This is an optimization exercise on Yosys and OpenROAD, whose aim is a short achievable clock period and few clock cycles, not a production implementation.
Only simulation tests tie the RTL to the original design; equivalence was not proved.
Power is estimated from default activity; no workload was simulated.

## design/flow/config.mk

```make
export PLATFORM = sky130hd
export DESIGN_NAME = core
export DESIGN_NICKNAME = core
export VERILOG_FILES = /design/flow/design.v
export SDC_FILE = /design/flow/constraint.sdc
export NUM_CORES = 4
export LEC_CHECK = 0
export CAP_MARGIN = 20
export CORE_MARGIN = 2
export CORE_UTILIZATION = 40
export SLEW_MARGIN = 20
```

## design/flow/constraint.sdc

```tcl
create_clock -name core_clock -period 7.0 [get_ports {I_clk}]
set_input_delay 1.4000 -clock core_clock [delete_from_list [all_inputs] [get_ports {I_clk}]]
set_output_delay 1.4000 -clock core_clock [all_outputs]
set_load 0.01 [all_outputs]
```

## design/flow/design.v

```verilog
    localparam ADD     = 4'b0000;
    localparam SUB     = 4'b0001;
    localparam OR      = 4'b0010;
    localparam AND     = 4'b0011;
    localparam XOR     = 4'b0100;
    localparam NOT     = 4'b0101;
    localparam READ    = 4'b0110;
    localparam WRITE   = 4'b0111;
    localparam LOAD    = 4'b1000;
    localparam CMP     = 4'b1001;
    localparam SHIFT   = 4'b1010;
    localparam JMP     = 4'b1011;
    localparam JMPC    = 4'b1100;
    localparam SPECIAL = 4'b1101;
    localparam STACK   = 4'b1110;
    localparam MEM_NOP   = 2'b00;
    localparam MEM_READ  = 2'b01;
    localparam MEM_WRITE = 2'b10;
    localparam CMP_EQ_BIT       = 0;
    localparam CMP_RA_GT_RB_BIT = 1;
    localparam CMP_RB_GT_RA_BIT = 2;
    localparam CMP_RA_ZERO_BIT  = 3;
    localparam CMP_RB_ZERO_BIT  = 4;
    localparam CMP_CODE_EQ       = 3'b000;
    localparam CMP_CODE_RA_GT_RB = 3'b001;
    localparam CMP_CODE_RB_GT_RA = 3'b010;
    localparam CMP_CODE_RA_ZERO  = 3'b011;
    localparam CMP_CODE_RB_ZERO  = 3'b100;
    localparam FETCH         = 10'b0000000001;
    localparam DECODE        = 10'b0000000010;
    localparam REG_READ      = 10'b0000000100;
    localparam EXEC          = 10'b0000001000;
    localparam STORE         = 10'b0000010000;
    localparam REG_WRITE     = 10'b0000100000;
    localparam FETCH_IRQ_NUM = 10'b0001000000;
    localparam SAVE_PC       = 10'b0010000000;
    localparam ENTER_ISR     = 10'b0100000000;
    localparam DECREMENT_SP  = 10'b1000000000;
    localparam RAM_SIZE  = 16'h8000;
    localparam APP       = 16'h0064;
    localparam TIMER1_COUNT         = RAM_SIZE - 10;
    localparam TIMER_ENABLE         = RAM_SIZE - 9;
    localparam UART_1_RW            = RAM_SIZE - 2;
    localparam UART_1_RX_DATA_READY = RAM_SIZE - 1;
    localparam UART_1_TX_READY      = RAM_SIZE;
module alu(input wire I_clk,
    input wire I_reset,
    input wire I_enable,
    input wire[3:0] I_opcode,
    input wire I_opcode_mode,
    input wire[7:0] I_immediate,
    input wire[15:0] I_pc,
    input wire[15:0] I_rA,
    input wire[15:0] I_rB,
    input wire[2:0] I_compare_code,
    input wire I_irq_active,
    output reg[15:0] O_out,
    output reg O_write_rD,
    output reg O_write_pc,
    output reg O_irq_enable,
    output reg[1:0] O_memory_size,
    output reg[1:0] O_memory_mode);
     localparam ADD     = 4'b0000;
    localparam SUB     = 4'b0001;
    localparam OR      = 4'b0010;
    localparam AND     = 4'b0011;
    localparam XOR     = 4'b0100;
    localparam NOT     = 4'b0101;
    localparam READ    = 4'b0110;
    localparam WRITE   = 4'b0111;
    localparam LOAD    = 4'b1000;
    localparam CMP     = 4'b1001;
    localparam SHIFT   = 4'b1010;
    localparam JMP     = 4'b1011;
    localparam JMPC    = 4'b1100;
    localparam SPECIAL = 4'b1101;
    localparam STACK   = 4'b1110;
     localparam MEM_NOP   = 2'b00;
    localparam MEM_READ  = 2'b01;
    localparam MEM_WRITE = 2'b10;
     localparam CMP_EQ_BIT       = 0;
    localparam CMP_RA_GT_RB_BIT = 1;
    localparam CMP_RB_GT_RA_BIT = 2;
    localparam CMP_RA_ZERO_BIT  = 3;
    localparam CMP_RB_ZERO_BIT  = 4;
    localparam CMP_CODE_EQ       = 3'b000;
    localparam CMP_CODE_RA_GT_RB = 3'b001;
    localparam CMP_CODE_RB_GT_RA = 3'b010;
    localparam CMP_CODE_RA_ZERO  = 3'b011;
    localparam CMP_CODE_RB_ZERO  = 3'b100;
localparam OPCODE_MODE_SIGNED = 1'b0;
localparam OPCODE_MODE_UNSIGNED = 1'b1;
localparam OPCODE_MODE_HI = 1'b1;
localparam OPCODE_MODE_LO = 1'b0;
localparam OPCODE_MODE_IMMEDIATE = 1'b1;
reg irq_recover;
always @(posedge I_clk)
begin: ALU
    if (I_reset) begin
        O_irq_enable <= 0;
        irq_recover <= 0;
    end
    else begin
    if (I_enable == 1) begin
        if (I_opcode == ADD)
        begin
            if (I_opcode_mode == OPCODE_MODE_SIGNED)
            begin
                if (I_immediate[0] == 1) begin
                    O_out <= $signed(I_rA) + $signed({{12{I_immediate[4]}}, I_immediate[4:1]});
                end
                else begin
                    O_out <= $signed(I_rA) + $signed(I_rB);
                end
            end
            else begin
                if (I_immediate[0] == 1) begin
                    O_out <= $unsigned(I_rA) + $unsigned({12'b0, I_immediate[4:1]});
                end
                else begin
                    O_out <= $unsigned(I_rA) + $unsigned(I_rB);
                end
            end
            O_write_pc <= 0;
            O_write_rD <= 1;
            O_memory_mode <= MEM_NOP;
            O_memory_size <= 1;
        end
        else if (I_opcode == SUB)
        begin
            if (I_opcode_mode == OPCODE_MODE_SIGNED)
            begin
                if (I_immediate[0] == 1) begin
                    O_out <= $signed(I_rA) - $signed({{12{I_immediate[4]}}, I_immediate[4:1]});
                end
                else begin
                    O_out <= $signed(I_rA) - $signed(I_rB);
                end
            end
            else begin
                if (I_immediate[0] == 1) begin
                    O_out <= $unsigned(I_rA) - $signed({12'b0, I_immediate[4:1]});
                end
                else begin
                    O_out <= $unsigned(I_rA) - $unsigned(I_rB);
                end
            end
            O_write_pc <= 0;
            O_write_rD <= 1;
            O_memory_mode <= MEM_NOP;
            O_memory_size <= 1;
        end
        else if (I_opcode == OR)
        begin
            if (I_opcode_mode == OPCODE_MODE_IMMEDIATE) begin
                O_out <= I_rA | {11'b0, I_immediate[4:0]};
            end 
            else begin 
                O_out <= I_rA | I_rB;
            end
            O_write_pc <= 0;
            O_write_rD <= 1;
            O_memory_mode <= MEM_NOP;
            O_memory_size <= 1;
        end
        else if (I_opcode == AND)
        begin
            if (I_opcode_mode == OPCODE_MODE_IMMEDIATE) begin
                O_out <= I_rA & {11'b0, I_immediate[4:0]};
            end 
            else begin 
                O_out <= I_rA & I_rB;
            end
            O_write_pc <= 0;
            O_write_rD <= 1;
            O_memory_mode <= MEM_NOP;
            O_memory_size <= 1;
        end
        else if (I_opcode == XOR)
        begin
            if (I_opcode_mode == OPCODE_MODE_IMMEDIATE) begin
                O_out <= I_rA ^ {11'b0, I_immediate[4:0]};
            end 
            else begin 
                O_out <= I_rA ^ I_rB;
            end
            O_write_pc <= 0;
            O_write_rD <= 1;
            O_memory_mode <= MEM_NOP;
            O_memory_size <= 1;
        end
        else if (I_opcode == NOT)
        begin
            O_out <= ~I_rA;
            O_write_pc <= 0;
            O_write_rD <= 1;
            O_memory_mode <= MEM_NOP;
            O_memory_size <= 1;
        end
        else if (I_opcode == READ)
        begin
            O_out <= $signed(I_rA) + $signed({{11{I_immediate[4]}}, I_immediate[4:0]});
            O_write_pc <= 0;
            O_write_rD <= 1;
            O_memory_mode <= MEM_READ;
            O_memory_size <= I_opcode_mode == 1 ? 2 : 1;
        end
        else if (I_opcode == WRITE)
        begin
            O_out <= $signed(I_rA) + $signed({{11{I_immediate[4]}}, I_immediate[4:0]});
            O_write_pc <= 0;
            O_write_rD <= 0;
            O_memory_mode <= MEM_WRITE;
            O_memory_size <= I_opcode_mode == 1 ? 2 : 1;
        end
        else if (I_opcode == LOAD)
        begin
            if (I_opcode_mode == OPCODE_MODE_HI)
            begin
                O_out[15:8] <= I_immediate;
                O_out[7:0] <= 0;
            end
            else begin
                O_out[15:8] <= 0;
                O_out[7:0] <= I_immediate;
            end
            O_write_pc <= 0;
            O_write_rD <= 1;
            O_memory_mode <= MEM_NOP;
            O_memory_size <= 1;
        end
        else if (I_opcode == CMP)
        begin
            if (I_opcode_mode == OPCODE_MODE_SIGNED)
            begin
                O_out[CMP_RB_GT_RA_BIT] <= $signed(I_rA) < $signed(I_rB) ? 1 : 0;
                O_out[CMP_RA_GT_RB_BIT] <= $signed(I_rA) > $signed(I_rB) ? 1 : 0;
                O_out[CMP_EQ_BIT]       <= $signed(I_rA) == $signed(I_rB) ? 1 : 0;
                O_out[CMP_RA_ZERO_BIT]  <= $signed(I_rA) == 0 ? 1 : 0;
                O_out[CMP_RB_ZERO_BIT]  <= $signed(I_rB) == 0 ? 1 : 0;
            end
            else
            begin
                O_out[CMP_RB_GT_RA_BIT] <= $unsigned(I_rA) < $unsigned(I_rB) ? 1 : 0;
                O_out[CMP_RA_GT_RB_BIT] <= $unsigned(I_rA) > $unsigned(I_rB) ? 1 : 0;
                O_out[CMP_EQ_BIT]       <= $unsigned(I_rA) == $unsigned(I_rB) ? 1 : 0;
                O_out[CMP_RA_ZERO_BIT]  <= $unsigned(I_rA) == 0 ? 1 : 0;
                O_out[CMP_RB_ZERO_BIT]  <= $unsigned(I_rB) == 0 ? 1 : 0;
            end
            O_out[15:5] <= 0;
            O_write_pc <= 0;
            O_write_rD <= 1;
            O_memory_mode <= MEM_NOP;
            O_memory_size <= 1;
        end
        else if (I_opcode == SHIFT)
        begin
            if (I_opcode_mode == 1) begin
                O_out <= I_rA >> $unsigned(I_immediate);
            end
            else begin
                O_out <= I_rA << $unsigned(I_immediate);
            end
            O_write_pc <= 0;
            O_write_rD <= 1;
            O_memory_mode <= MEM_NOP;
            O_memory_size <= 1;
        end
        else if (I_opcode == JMP)
        begin
            if (I_opcode_mode == 0) begin
                O_out <= $signed(I_pc) + $signed({{8{I_immediate[7]}}, I_immediate});
            end
            else begin
                O_out <= I_rA;
            end
            O_write_pc <= 1;
            O_write_rD <= 0;
            O_memory_mode <= MEM_NOP;
            O_memory_size <= 1;
        end
        else if (I_opcode == JMPC)
        begin
            if (I_opcode_mode == 1) begin
                O_out <= $signed(I_pc) + $signed({{8{I_immediate[4]}}, I_immediate});
            end
            else begin
                O_out <= I_rB;
            end
            O_memory_mode <= MEM_NOP;
            O_memory_size <= 1;
            O_write_rD <= 0;
            if (I_compare_code == CMP_CODE_EQ)
            begin
                O_write_pc <= I_rA[CMP_EQ_BIT] == 1 ? 1 : 0;
            end
            else if(I_compare_code == CMP_CODE_RA_GT_RB)
            begin
                O_write_pc <= I_rA[CMP_RA_GT_RB_BIT] == 1 ? 1 : 0;
            end
            else if(I_compare_code == CMP_CODE_RB_GT_RA)
            begin
                O_write_pc <= I_rA[CMP_RB_GT_RA_BIT] == 1 ? 1 : 0;
            end
            else if(I_compare_code == CMP_CODE_RA_ZERO)
            begin
                O_write_pc <= I_rA[CMP_RA_ZERO_BIT] == 1 ? 1 : 0;
            end
            else if(I_compare_code == CMP_CODE_RB_ZERO)
            begin
                O_write_pc <= I_rA[CMP_RB_ZERO_BIT] == 1 ? 1 : 0;
            end
        end
        else if(I_opcode == SPECIAL)
        begin
            if (I_immediate[2:0] == 3'b000) begin 
                O_out <= I_pc;
                O_memory_mode <= MEM_NOP;
                O_write_rD <= 1;
                O_write_pc <= 0;
                O_memory_size <= 1;
            end
            else if (I_immediate[2:0] == 3'b001) begin 
                O_out <= I_pc;
                O_memory_mode <= MEM_NOP;
                O_write_rD <= 0;
                O_write_pc <= 0;
                O_memory_size <= 1;
                O_irq_enable <= 1;
                irq_recover <= 1;
            end
            else if (I_immediate[2:0] == 3'b010) begin 
                O_out <= I_pc;
                O_memory_mode <= MEM_NOP;
                O_write_rD <= 0;
                O_write_pc <= 0;
                O_memory_size <= 1;
                O_irq_enable <= 0;
                irq_recover <= 0;
            end
            else if (I_immediate[2:0] == 3'b100) begin 
                O_out <= $signed(I_rA) + 2;
                O_memory_mode <= MEM_READ;
                O_write_rD <= 0;
                O_write_pc <= 1;
                O_memory_size <= 2;
                O_irq_enable <= irq_recover;
            end
        end
        else if(I_opcode == STACK)
        begin
            if (I_opcode_mode == 0) begin
                O_out <= $signed(I_rA) - 2;
                O_memory_mode <= MEM_WRITE;
                O_write_rD <= 1;
                O_write_pc <= 0;
                O_memory_size <= 2;
            end 
            else if (I_opcode_mode == 1) begin
                O_out <= $signed(I_rA) + 2;
                O_memory_mode <= MEM_READ;
                O_write_rD <= 1;
                O_write_pc <= 0;
                O_memory_size <= 2;
            end
        end
    end
    if (I_irq_active) begin
        O_irq_enable <= 0;
    end
    end
end
endmodule
module ctrl_unit(input wire I_clk, 
    input wire I_reset,
    /*verilator lint_off UNUSED*/
    input wire[15:0] I_instruction,
    input wire I_mem_ready,
    input wire I_data_ready,
    input wire I_irq_enabled,
    input wire I_irq_active,
    output reg O_irq_ack,
    output reg[9:0] O_state,
    output reg O_execute,
    output reg O_push_pc);
     localparam ADD     = 4'b0000;
    localparam SUB     = 4'b0001;
    localparam OR      = 4'b0010;
    localparam AND     = 4'b0011;
    localparam XOR     = 4'b0100;
    localparam NOT     = 4'b0101;
    localparam READ    = 4'b0110;
    localparam WRITE   = 4'b0111;
    localparam LOAD    = 4'b1000;
    localparam CMP     = 4'b1001;
    localparam SHIFT   = 4'b1010;
    localparam JMP     = 4'b1011;
    localparam JMPC    = 4'b1100;
    localparam SPECIAL = 4'b1101;
    localparam STACK   = 4'b1110;
     localparam FETCH         = 10'b0000000001;
    localparam DECODE        = 10'b0000000010;
    localparam REG_READ      = 10'b0000000100;
    localparam EXEC          = 10'b0000001000;
    localparam STORE         = 10'b0000010000;
    localparam REG_WRITE     = 10'b0000100000;
    localparam FETCH_IRQ_NUM = 10'b0001000000;
    localparam SAVE_PC       = 10'b0010000000;
    localparam ENTER_ISR     = 10'b0100000000;
    localparam DECREMENT_SP  = 10'b1000000000;
reg mem_wait, wait_irq_number, irq_save_pc;
reg[15:0] instr;
always @(posedge I_clk)
begin: CTRL_UNIT
    if (I_reset == 1) 
    begin
        mem_wait <= 0;
        O_state <= 1;
        O_execute <= 0;
        O_irq_ack <= 0;
        O_push_pc <= 0;
        wait_irq_number <= 0;
        irq_save_pc <= 0;
    end
    else if (O_state == FETCH)
    begin
        if (I_mem_ready == 1 && mem_wait == 0)
        begin
            O_execute <= 1;
            mem_wait <= 1;
        end
        else if (mem_wait == 1)
        begin
            O_execute <= 0;
            if (I_data_ready == 1)
            begin
                mem_wait <= 0;
                O_state <= DECODE;
            end
        end
    end
    else if (O_state == DECODE)
    begin
        O_state <= REG_READ;
        instr <= I_instruction;
    end
    else if (O_state == REG_READ)
    begin
        O_state <= EXEC;
    end
    else if (O_state == EXEC)
    begin
        if (instr[15:12] == WRITE || instr[15:12] == READ || (instr[15:12] == SPECIAL && instr[2:0] == 3'b100) || instr[15:12] == STACK)
        begin
            if (I_mem_ready == 1 && mem_wait == 0)
            begin
                O_execute <= 1;
                mem_wait <= 1;
            end
            O_state <= STORE; 
        end
        else 
        begin
            O_state <= REG_WRITE;
        end
    end
    else if (O_state == STORE)
    begin
        if (I_mem_ready == 1 && mem_wait == 0)
        begin
            O_execute <= 1;
            mem_wait <= 1;
        end
        else if (mem_wait == 1)
        begin
            O_execute <= 0;
            if (((instr[15:12] == WRITE || (instr[15:12] == STACK && instr[8] == 0)) && I_mem_ready == 1) 
                || ((instr[15:12] == READ || (instr[15:12] == SPECIAL && instr[2:0] == 3'b100) || (instr[15:12] == STACK && instr[8])) && I_data_ready == 1))
            begin
                mem_wait <= 0;
                O_state <= REG_WRITE;
            end
        end
    end
    else if (O_state == REG_WRITE)
    begin
        if ((instr[15:12] == STACK && instr[8]) || (instr[15:12] == SPECIAL && instr[2:0] == 3'b100)) begin
            O_state <= DECREMENT_SP;
        end
        else begin
if (I_irq_enabled && I_irq_active && irq_save_pc == 0) begin
                O_irq_ack <= 1;
                O_state <= FETCH_IRQ_NUM;
            end
            else if (irq_save_pc == 1) begin
                irq_save_pc <= 0;
                O_push_pc <= 0;
                O_state <= ENTER_ISR;
            end
            else begin
                O_state <= FETCH;
            end
        end
    end
    else if (O_state == FETCH_IRQ_NUM) begin
        O_irq_ack <= 0;
        if (wait_irq_number == 1) begin
            O_state <= SAVE_PC;
            wait_irq_number <= 0;
        end
        else begin
            wait_irq_number <= 1;
        end
    end
    else if (O_state == SAVE_PC) begin
        irq_save_pc <= 1;
        O_push_pc <= 1;
        O_irq_ack <= 0;
        O_state <= DECODE;
    end
    else if (O_state == ENTER_ISR) begin
        O_state <= FETCH;
    end
    else if (O_state == DECREMENT_SP) begin
        if (I_irq_enabled && I_irq_active && irq_save_pc == 0) begin
            O_irq_ack <= 1;
            O_state <= FETCH_IRQ_NUM;
        end
        else if (irq_save_pc == 1) begin
            irq_save_pc <= 0;
            O_push_pc <= 0;
            O_state <= ENTER_ISR;
        end
        else begin
            O_state <= FETCH;
        end
    end
end
endmodule
module decoder(input wire I_clk,
    input wire I_reset, 
    input wire I_enable,
    input wire[15:0] I_instruction,
    output reg [3:0] O_opcode,
    output reg[2:0] O_rD_select,
    output reg[1:0] O_rD_write_pos,
    output reg[2:0] O_rA_select,
    output reg[2:0] O_rB_select,
    output reg[7:0] O_immediate,
    output reg O_mode);
     localparam ADD     = 4'b0000;
    localparam SUB     = 4'b0001;
    localparam OR      = 4'b0010;
    localparam AND     = 4'b0011;
    localparam XOR     = 4'b0100;
    localparam NOT     = 4'b0101;
    localparam READ    = 4'b0110;
    localparam WRITE   = 4'b0111;
    localparam LOAD    = 4'b1000;
    localparam CMP     = 4'b1001;
    localparam SHIFT   = 4'b1010;
    localparam JMP     = 4'b1011;
    localparam JMPC    = 4'b1100;
    localparam SPECIAL = 4'b1101;
    localparam STACK   = 4'b1110;
always @(posedge I_clk)
begin: decoder
    if (I_enable == 1 && I_reset == 0)
    begin
        O_opcode    <= I_instruction[15:12];
        O_rD_select <= I_instruction[11:9];
        O_rA_select <= I_instruction[7:5];
        O_rB_select <= I_instruction[4:2];
        O_mode      <= I_instruction[8];
        if (I_instruction[15:12] == WRITE)
        begin
            O_immediate <= {{3{I_instruction[11]}}, I_instruction[11:9], I_instruction[1:0]}; 
            O_rD_write_pos <= 0;
        end
        else if(I_instruction[15:12] == LOAD || I_instruction[15:12] == JMP)
        begin
            O_immediate <= I_instruction[7:0];
            if (I_instruction[8] == 0) begin
                O_rD_write_pos <= 1;
            end
            else begin
                O_rD_write_pos <= 2;
            end
        end
        else begin
            O_immediate <= {{3{I_instruction[4]}}, I_instruction[4:0]};
            O_rD_write_pos <= 0;
        end
    end
end
endmodule
module mem_ctrl(input wire I_clk,
    input wire I_reset, 
    input wire I_exec,
    input wire I_write,
    input wire[1:0] I_size,
    input wire[15:0] I_addr, 
    input wire[15:0] I_data,
    input wire MEM_ready,
    input wire[15:0] MEM_data_in,
    input wire MEM_data_ready,
    output reg[15:0] O_data, 
    output reg O_data_ready,
    output reg O_ready,
    output reg MEM_exec,
    output reg MEM_write,
    output reg[15:0] MEM_addr,
    output reg[1:0] MEM_size,
    output reg[15:0] MEM_data_out);
reg[1:0] state;
always @(*)
begin
    MEM_addr = I_addr;
    MEM_write = I_write;
    MEM_size = I_size;
    MEM_data_out = I_data;
    O_data = MEM_data_in;
    if (state == 0)
    begin
        O_ready = MEM_ready && !I_exec;
    end
    else
    begin
        O_ready = 0;
    end
end
always @(posedge I_clk)
begin: MEM_CTRL
    if (I_reset == 1) begin
        state <= 0;
        MEM_exec <= 0;
        O_data_ready <= 0;
    end
    else begin
        if (state == 0 && I_exec == 1 && MEM_ready == 1) 
        begin
            O_data_ready <= 0;
            MEM_exec <= 1;
            if (I_write == 1) 
            begin
                state <= 2;
            end
            else
            begin
                state <= 1;
            end
        end
        else if (state == 1)
        begin
            MEM_exec <= 0;
            if (MEM_data_ready == 1)
            begin
                O_data_ready <= 1;
                state <= 2;  
            end
        end
        else if (state == 2)
        begin
            MEM_exec <= 0;
            O_data_ready <= 0;
            if (MEM_ready == 1)
            begin
                state <= 0;
            end
        end
    end
end
endmodule
module pc(input wire I_clk,
    input wire I_reset,
    input wire I_enable,
    input wire[15:0] I_in,
    input wire I_write,
    output reg[15:0] O_out);
always @(posedge I_clk)
begin: PC
    if (I_reset == 1) begin
        O_out <= 0;
    end
    else if (I_enable == 1)
    begin
        if (I_write == 1)
        begin
            O_out <= I_in;
        end
        else begin
            O_out <= O_out + 2;
        end
    end
end
endmodule
module register(input wire I_clk,
    input wire I_reset, 
    input wire I_enable,
    input wire[2:0] I_rD_select,
    input wire[2:0] I_rA_select,
    input wire[2:0] I_rB_select,
    input wire[15:0] I_rD_in,
    input wire I_rD_write,
    input wire[1:0] I_rD_write_pos,
    output reg[15:0] O_rA_out,
    output reg[15:0] O_rB_out);
reg[15:0] registers[0:7];
integer i;
always @(posedge I_clk)
begin: register
    if (I_reset) begin
        for (i=0; i < 8; i=i+1) begin
            registers[i] <= 0;
        end
    end
    else if (I_enable == 1)
    begin
        O_rA_out <= registers[I_rA_select];
        O_rB_out <= registers[I_rB_select];
        if (I_rD_write == 1)
        begin
            if (I_rD_write_pos == 0) begin
                registers[I_rD_select] <= I_rD_in;
            end
            else if (I_rD_write_pos == 1) begin
                registers[I_rD_select][7:0] <= I_rD_in[7:0];
            end
            else if(I_rD_write_pos == 2) begin
                registers[I_rD_select][15:8] <= I_rD_in[15:8];
            end
        end
    end
end
endmodule
module core(input wire I_clk, 
    input wire I_reset,
    input wire I_irq_active,
    input wire MEM_ready,
    input wire[15:0] MEM_data_in, 
    input wire MEM_data_ready,
    output reg O_irq_ack,
    output reg MEM_exec, 
    output reg MEM_write,
    output reg[1:0] MEM_size, 
    output reg[15:0] MEM_addr, 
    output reg[15:0] MEM_data_out);
     localparam ADD     = 4'b0000;
    localparam SUB     = 4'b0001;
    localparam OR      = 4'b0010;
    localparam AND     = 4'b0011;
    localparam XOR     = 4'b0100;
    localparam NOT     = 4'b0101;
    localparam READ    = 4'b0110;
    localparam WRITE   = 4'b0111;
    localparam LOAD    = 4'b1000;
    localparam CMP     = 4'b1001;
    localparam SHIFT   = 4'b1010;
    localparam JMP     = 4'b1011;
    localparam JMPC    = 4'b1100;
    localparam SPECIAL = 4'b1101;
    localparam STACK   = 4'b1110;
     localparam FETCH         = 10'b0000000001;
    localparam DECODE        = 10'b0000000010;
    localparam REG_READ      = 10'b0000000100;
    localparam EXEC          = 10'b0000001000;
    localparam STORE         = 10'b0000010000;
    localparam REG_WRITE     = 10'b0000100000;
    localparam FETCH_IRQ_NUM = 10'b0001000000;
    localparam SAVE_PC       = 10'b0010000000;
    localparam ENTER_ISR     = 10'b0100000000;
    localparam DECREMENT_SP  = 10'b1000000000;
     localparam MEM_NOP   = 2'b00;
    localparam MEM_READ  = 2'b01;
    localparam MEM_WRITE = 2'b10;
    localparam RAM_SIZE  = 16'h8000;
    localparam APP       = 16'h0064;
    localparam TIMER1_COUNT         = RAM_SIZE - 10;
    localparam TIMER_ENABLE         = RAM_SIZE - 9;
    localparam UART_1_RW            = RAM_SIZE - 2;
    localparam UART_1_RX_DATA_READY = RAM_SIZE - 1;
    localparam UART_1_TX_READY      = RAM_SIZE;
localparam PUSH_PC_INSTRUCTION = {STACK, 4'b1110, {3{1'b1}}, 5'b00001};
reg alu_enable, decoder_enable, register_enable, pc_enable, mem_enable;
wire push_pc;
reg write_rD, pc_write, mem_write;
wire alu_pc_write, mem_ready, mem_execute, mem_data_ready, alu_write_rD, mode, irq_ack, alu_irq_enable;
wire[1:0] rD_write_pos;
reg[1:0] memory_mode, memory_size, alu_memory_size;
reg[2:0] reg_rD_select, rD_select, rA_select, rB_select;
reg[3:0] opcode;
reg[7:0] immediate;
reg[15:0] irq_number, pc_out, pc_in, rA_out, rB_out, alu_out, register_in, instruction, mem_addr, mem_data_in, mem_data_out;
/*verilator lint_off UNUSED*/
reg[9:0] state;
reg read_irq_number;
reg[15:0] instruction_q;
alu alu(.I_clk(I_clk),
    .I_reset(I_reset), 
    .I_enable(alu_enable),
    .I_opcode(opcode),
    .I_opcode_mode(mode),
    .I_immediate(immediate),
    .I_pc(pc_out),
    .I_rA(rA_out),
    .I_rB(rB_out),
    .I_compare_code(rD_select),
    .I_irq_active(irq_ack),
    .O_memory_mode(memory_mode),
    .O_memory_size(alu_memory_size),
    .O_out(alu_out),
    .O_write_rD(alu_write_rD),
    .O_write_pc(alu_pc_write),
    .O_irq_enable(alu_irq_enable));
ctrl_unit ctrl_unit(.I_clk(I_clk),
    .I_reset(I_reset),
    .I_irq_active(I_irq_active),
    .I_irq_enabled(alu_irq_enable), 
    .I_instruction(instruction),
    .I_mem_ready(mem_ready),
    .I_data_ready(mem_data_ready),
    .O_irq_ack(irq_ack),
    .O_state(state),
    .O_execute(mem_execute),
    .O_push_pc(push_pc));
decoder decoder(.I_clk(I_clk), 
    .I_reset(I_reset), 
    .I_enable(decoder_enable),
    .I_instruction(instruction),
    .O_opcode(opcode),
    .O_rD_select(rD_select),
    .O_rD_write_pos(rD_write_pos),
    .O_rA_select(rA_select),
    .O_rB_select(rB_select),
    .O_immediate(immediate),
    .O_mode(mode));
mem_ctrl mem_ctrl(.I_clk(I_clk), 
    .I_reset(I_reset), 
    .I_exec(mem_execute),
    .I_write(mem_write),
    .I_size(memory_size),
    .I_addr(mem_addr),
    .I_data(mem_data_in),
    .O_data(mem_data_out),
    .O_data_ready(mem_data_ready),
    .O_ready(mem_ready),
    .MEM_ready(MEM_ready),
    .MEM_exec(MEM_exec),
    .MEM_write(MEM_write),
    .MEM_size(MEM_size),
    .MEM_addr(MEM_addr),
    .MEM_data_out(MEM_data_out),
    .MEM_data_in(MEM_data_in),
    .MEM_data_ready(MEM_data_ready));
register register(.I_clk(I_clk), 
    .I_reset(I_reset), 
    .I_enable(register_enable),
    .I_rD_write(write_rD),
    .I_rD_select(reg_rD_select),
    .I_rD_write_pos(rD_write_pos),
    .I_rA_select(rA_select),
    .I_rB_select(rB_select),
    .O_rA_out(rA_out),
    .O_rB_out(rB_out),
    .I_rD_in(register_in));
pc pc(.I_clk(I_clk),
    .I_reset(I_reset), 
    .I_in(pc_in),
    .I_enable(pc_enable),
    .I_write(pc_write),
    .O_out(pc_out));
always @(posedge I_clk)
begin: INSTRUCTION_HOLD
    if (state == DECODE) begin
        instruction_q <= instruction;
    end
end
always @(posedge I_clk)
begin: IRQ_READ_NUMBER
    if (I_reset == 1) begin
        read_irq_number <= 0;
    end
    else if (irq_ack == 1) begin
        read_irq_number <= 1;
    end
    if (read_irq_number == 1) begin
        irq_number <= MEM_data_in;
        read_irq_number <= 0;
    end
end
always @(*)
begin
    begin
        if (state == DECODE) begin
            instruction = push_pc ? PUSH_PC_INSTRUCTION : MEM_data_in; 
        end
        else begin
            instruction = instruction_q;
        end
        decoder_enable = state == DECODE;
        register_enable = (state == REG_READ) || (state == REG_WRITE) || (state == DECREMENT_SP);
        alu_enable = state == EXEC;
        mem_enable = (state == STORE) || (state == SAVE_PC);
        pc_enable = (state == REG_WRITE) || (state == ENTER_ISR);
        mem_data_in = (opcode == STACK && instruction[0] == 1) ? pc_out : rB_out;
        write_rD = ((state == REG_WRITE) && alu_write_rD) || (state == DECREMENT_SP);
        memory_size = (state == FETCH) ? 2 : alu_memory_size;
        O_irq_ack = irq_ack;
        if (state != FETCH && ((opcode == SPECIAL && instruction[2:0] == 3'b100) || (opcode == STACK && instruction[8] == 1))) begin
            mem_addr = rA_out;
        end
        else begin
            mem_addr = mem_enable ? alu_out : pc_out;
        end
        if (state == DECREMENT_SP) begin
            reg_rD_select = rA_select;
        end
        else begin
            reg_rD_select = rD_select;
        end
        if (state == ENTER_ISR) begin
            pc_in = APP + irq_number * 2;
            pc_write = 1;
        end
        else if (instruction[15:12] == SPECIAL && instruction[2:0] == 3'b100) begin
            pc_in = mem_data_out;
            pc_write = 1;
        end
        else begin
            pc_in = alu_out;
            pc_write = alu_pc_write;
        end
        if (memory_mode == MEM_READ && state != DECREMENT_SP) begin
            register_in = mem_data_out;
        end
        else begin
            register_in = alu_out;
        end
        if (mem_enable && memory_mode == MEM_WRITE)
        begin
            mem_write = 1;
        end
        else begin
            mem_write = 0;
        end
    end
end
endmodule
```

## design/flow/run.sh

```bash
#!/bin/bash
# synth_recipe.tcl (not shown) runs the flow's synth.tcl, then flattens the netlist and writes it again
# the make line also repeats each setting of config.mk as NAME=value (left out here)
make -C /OpenROAD-flow-scripts/flow DESIGN_CONFIG=/design/flow/config.mk WORK_HOME=/design/flow/orfs CLKGATE_MAP_FILE= SYNTH_SCRIPT=/design/flow/synth_recipe.tcl finish
```

==> out/results.ini <==
[floorplanning]
dieArea_sq_um=63900
floorplan.rows=91
core_area_sq_um=61500
die_x_um=253
die_h_um=253
boundaryPins=58
start_util_pct=40.3

[clock_tree]
cts_setup_buffers=0
cts_made_buffers=31
cts_resized=0
htreeDepth=1
cts_hold_buf=0
clock_latency_ns=0.61
cts_sinks=284
path_clk_slew_ns=0.07
clock_path_buffers=3
root_buffer=clkbuf_16
cts_tree=built

[timing]
setup_viol=0
max_slew_margin_pct=14.4
rsz0062_at_grt=no
finalMaxSlewViolations=0
worst_pin_slew_ns=1.28
tns_ns=0
fin_crit_ns=5.94
fin_crit_sh_pct=84.9
hold_viol=0
fmax_mhz=168
fin_worst_skew_ns=0.0426

[synth]
avgSynthCellArea_sq_um=9.00
synthesis.nets=2896
yosys.area.top_type=edfxtp_1
synth_edf_count=245
yosysUniqueCellTypes=91
ys_seq_area_share_pct=32.8
ys_ff_latch=284
synth.area.top_cells=edfxtp_1 30%, mux4_2 8.5%, ha_1 5.9%
netlist_instances=2753
synth_top_flop_cell=edfxtp_1
ys_warn_count=7
synth_area_sq_um=24800
synthArstFlopShare_pct=0
yosysTopAreaCellShare_pct=29.7

[detailed_routing]
first_pass_iters=8
wl_per_cell_um=31.1
vias=23900
routed_wl_um=110000
ant_nets=0
first_iter_violations=3046
viasPerCell=6.75
route.detailed.drc=0

[place]
portBuffers=57
hpwl_um=80700
gp_congestion=1.08

[worst_setup_path]
crit_family=simple AND/OR/NAND/NOR gates
rr_startpoint=ctrl_unit.O_state[5]
crit_arrival_ns=4.54
worstPathCellList=or4_1 -> nor2_1 -> nand3_1 -> inv_2 -> nor2_1 -> a21oi_1 -> nor3b_2 -> buf_4 -> nand2_1 -> o21ai_1 -> clkdlybuf4s50_1
cpPeakStageDelay_ns=0.59
end_kind=output pin
critPathKind=reg2out
ff2ff_path_depth=12
startpoint_type=flop
worst_path_most_repeated_cell=nor2_1
required_ns=5.60
r2r_setup_slack_ns=2.25
cp-startpoint=ctrl_unit.O_state[5]
path_buf_inv=3
r2r-end=pc.O_out[0]
cp_max_fo=32
cp_slowest_cell=or4_1

[final_layout]
synthToLayoutAreaGrowth_pct=9.63
nets=2861
fillCellCount=5931
layout-drive-gt1-share_pct=10.6

[pwr]
p_clk_share_pct=39.5
power.leakage_nw=9.87
power_density_nw_per_um2=150
p_int_mw=2.96
peakVddDrop_v=0.000189
power_mw=4.07
share_comb_of_total_power_pct=12.9
p_sw_mw=1.11
power_frac_seq_pct=47.5
p_sw_share_pct=27.2

[global_route]
grt-ovfl-total=0
grt_pass1_vias=22600
gr-usage-all-layers_pct=33.8
grt_max_degree=120
antenna_found_initial=7
grt_first_pass_wirelength_um=158000

[worst_hold_path]
min_path_cells=2
hold_start=mem_ctrl.MEM_exec
hold_class=reg2reg
min_delay_worst_endpoint=mem_ctrl.MEM_exec

[outcome]
status=timing/DRC/antenna clean

[flow_run]
cap_violations=0

==> per-layer routing <==
| metal | vias to the layer above | global-route usage (%) | part of all wire [%] |
|---|---|---|---|
| li1 | 10300 | - | - |
| met1 | 11600 | 43.7 | 39 |
| met2 | 1549 | 50.4 | 43 |
| met3 | 349 | 8.18 | 11 |
| met4 | 6 | 21.9 | 7.3 |
| met5 | - | 0 | 0.042 |
==> kinds of logic (layout without fill, tap and decap cells) <==
| group | Yosys count | after routing | share of synthesized area, % |
|---|---|---|---|
| adders and majority gates | 122 | 122 | 6.34 |
| DFF | 284 | 284 | 32.8 |
| other | 0 | 7 | 0 |
| and+or+nand+nor | 997 | 997 | 19.2 |
| xor gates and xnor gates | 106 | 106 | 3.75 |
| AOI/OAI and AO/OA | 711 | 711 | 18.6 |
| buffers and inverters | 290 | 280 | 4.51 |
| muxes | 243 | 243 | 14.7 |
==> state kept, by name, indices dropped and copies added, names as in the netlist, 10 cells and up <==
name and flops:
register.registers 128, register.O_rA_out 16, pc.O_out 16, register.O_rB_out 16, alu.O_out 16, ctrl_unit.O_state 10
irq_number 15, instruction_q 16
==> placed cells by master, fill, tap and decap left out, types with 22 or more instances in the layout <==
cell type and instances:
a21oi_1 193, a31oi_1 37, edfxtp_1 245, nand2_1 233, o22ai_1 25, clkdlybuf4s50_1 56
xor2_1 33, buf_4 68, mux2i_1 103, dfxtp_1 39, nor2b_1 27, ha_1 116
o21ai_0 114, nor2_1 349, nand3_1 63, xnor2_1 73, a21o_1 25, nand2b_1 36
mux2_2 39, nor3_1 82, and3_1 28, clkbuf_16 31, o21ai_1 48, nand4_1 22
inv_1 84, a211oi_1 42, o211ai_1 27, mux4_2 93, nor4_1 42
==> worst max path at each step <==
| stage | endpoint | slack, ns | cells after the start |
|---|---|---|---|
| finish | MEM_data_out[10] | 1.06 | 11 |
| detailed placement | MEM_addr[10] | 1.65 | 10 |
| CTS | MEM_data_out[15] | 1.05 | 11 |
| global route | MEM_data_out[12] | 0.75 | 11 |
| floorplan | MEM_addr[10] | 2.72 | 7 |
| global placement | MEM_addr[10] | 1.67 | 10 |
==> synth_stat cells, types with 13 or more instances <==
master and n:
a21o_1 25, nor3b_1 17, buf_1 39, xnor2_1 73, o21ai_0 114, and3_1 28, nand3_1 63, o22ai_1 25
edfxtp_1 245, nand2b_1 36, a2111oi_0 13, clkbuf_1 143, nand2_1 233, xor2_1 33, a21oi_1 193, a221oi_1 13
ha_1 116, nor3_1 83, o211ai_1 27, inv_1 85, nor2b_1 27, a31oi_1 37, dfxtp_1 39, mux2i_1 108
nor4_1 43, mux4_2 93, a211oi_1 42, or3_1 20, nor2_1 351, o21ai_1 48, mux2_2 39, o221ai_1 14
nand4_1 22
==> worst reg2reg max path, stage by stage (launching register included) <==
cell     delay (ns)
dfxtp_1        0.35
or4_1          0.59
nor2_1         0.29
nand3_1        0.48
inv_2          0.28
buf_4          0.42
mux2i_1        0.55
nand4_1        0.15
buf_4          0.27
nand2_1        0.54
nand2_1        0.22
or3_1          0.39
a21oi_1        0.15
==> power groups by stage <==
stage	clock network, mW	logic (mW)	registers (mW)
2_1_floorplan	0	0.343	1.94
3_3_place_gp	0	0.510	1.96
3_5_place_dp	0	0.510	1.97
4_1_cts	1.63	0.513	1.93
5_1_grt	1.69	0.564	1.94
6_report	1.61	0.525	1.93
==> through the flow <==
step	hold slack, ns	utilization, %	cells	setup WS [ns]	instance area, sq um
4_1_cts	0.479	44.1	3533	1.05	27100
2_1_floorplan	0.447	-	2753	2.72	24800
5_1_grt	0.497	44.1	3534	0.753	27100
6_report	0.474	44.2	3540	1.06	27200
3_5_place_dp	0.467	42.6	3475	1.65	26200
3_3_place_gp	0.460	42.5	3475	1.67	26200
==> area by class of cell <==
| type | instances | area, sq um | share of cell area, % |
|---|---|---|---|
| timing repair buffer | 126 | 1100 | 4.04 |
| clock inverter | 24 | 179 | 0.659 |
| tap | 790 | 988 | 3.64 |
| sequential | 284 | 8140 | 30.0 |
| clock buffer | 34 | 787 | 2.90 |
| multi-input combinational | 2179 | 15600 | 57.4 |
| inverter | 96 | 360 | 1.33 |
| antenna | 7 | 17.5 | 0.0645 |
Testbench counts, summed over its fixed seeds: cycles 399,212.

-- static timing again, ports no longer ideal --
The results above use ideal ports. As a check the final layout listed here was re-extracted and re-timed, cells and wires unchanged. Step 1: set_driving_cell puts a clkbuf_16 on I_clk and a buf_2 on each other input, an assumption about the parent block. Step 2 adds t to the input delays and takes it off the output delays; t is the mean of the earliest and latest rising clock arrival at the registers after step 1. Input paths then give back, and output paths get back, about the clock's delay inside the block. Three values: ideal ports, drivers, drivers and shift; two values: the first two.
t (ns): 0.648
slack for setup (ns): 1.056 / 0.997 / 1.547
hold WS [ns]: 0.474 / 0.474 / 0.474
latest minus earliest clock arrival (ns): 0.045 / 0.044
worst slew at a driven data input, ns: 0.06
After both steps this run still meets setup and hold. For this run, drivers alone change the setup slack by -0.059 ns; drivers and shift together by +0.491 ns.
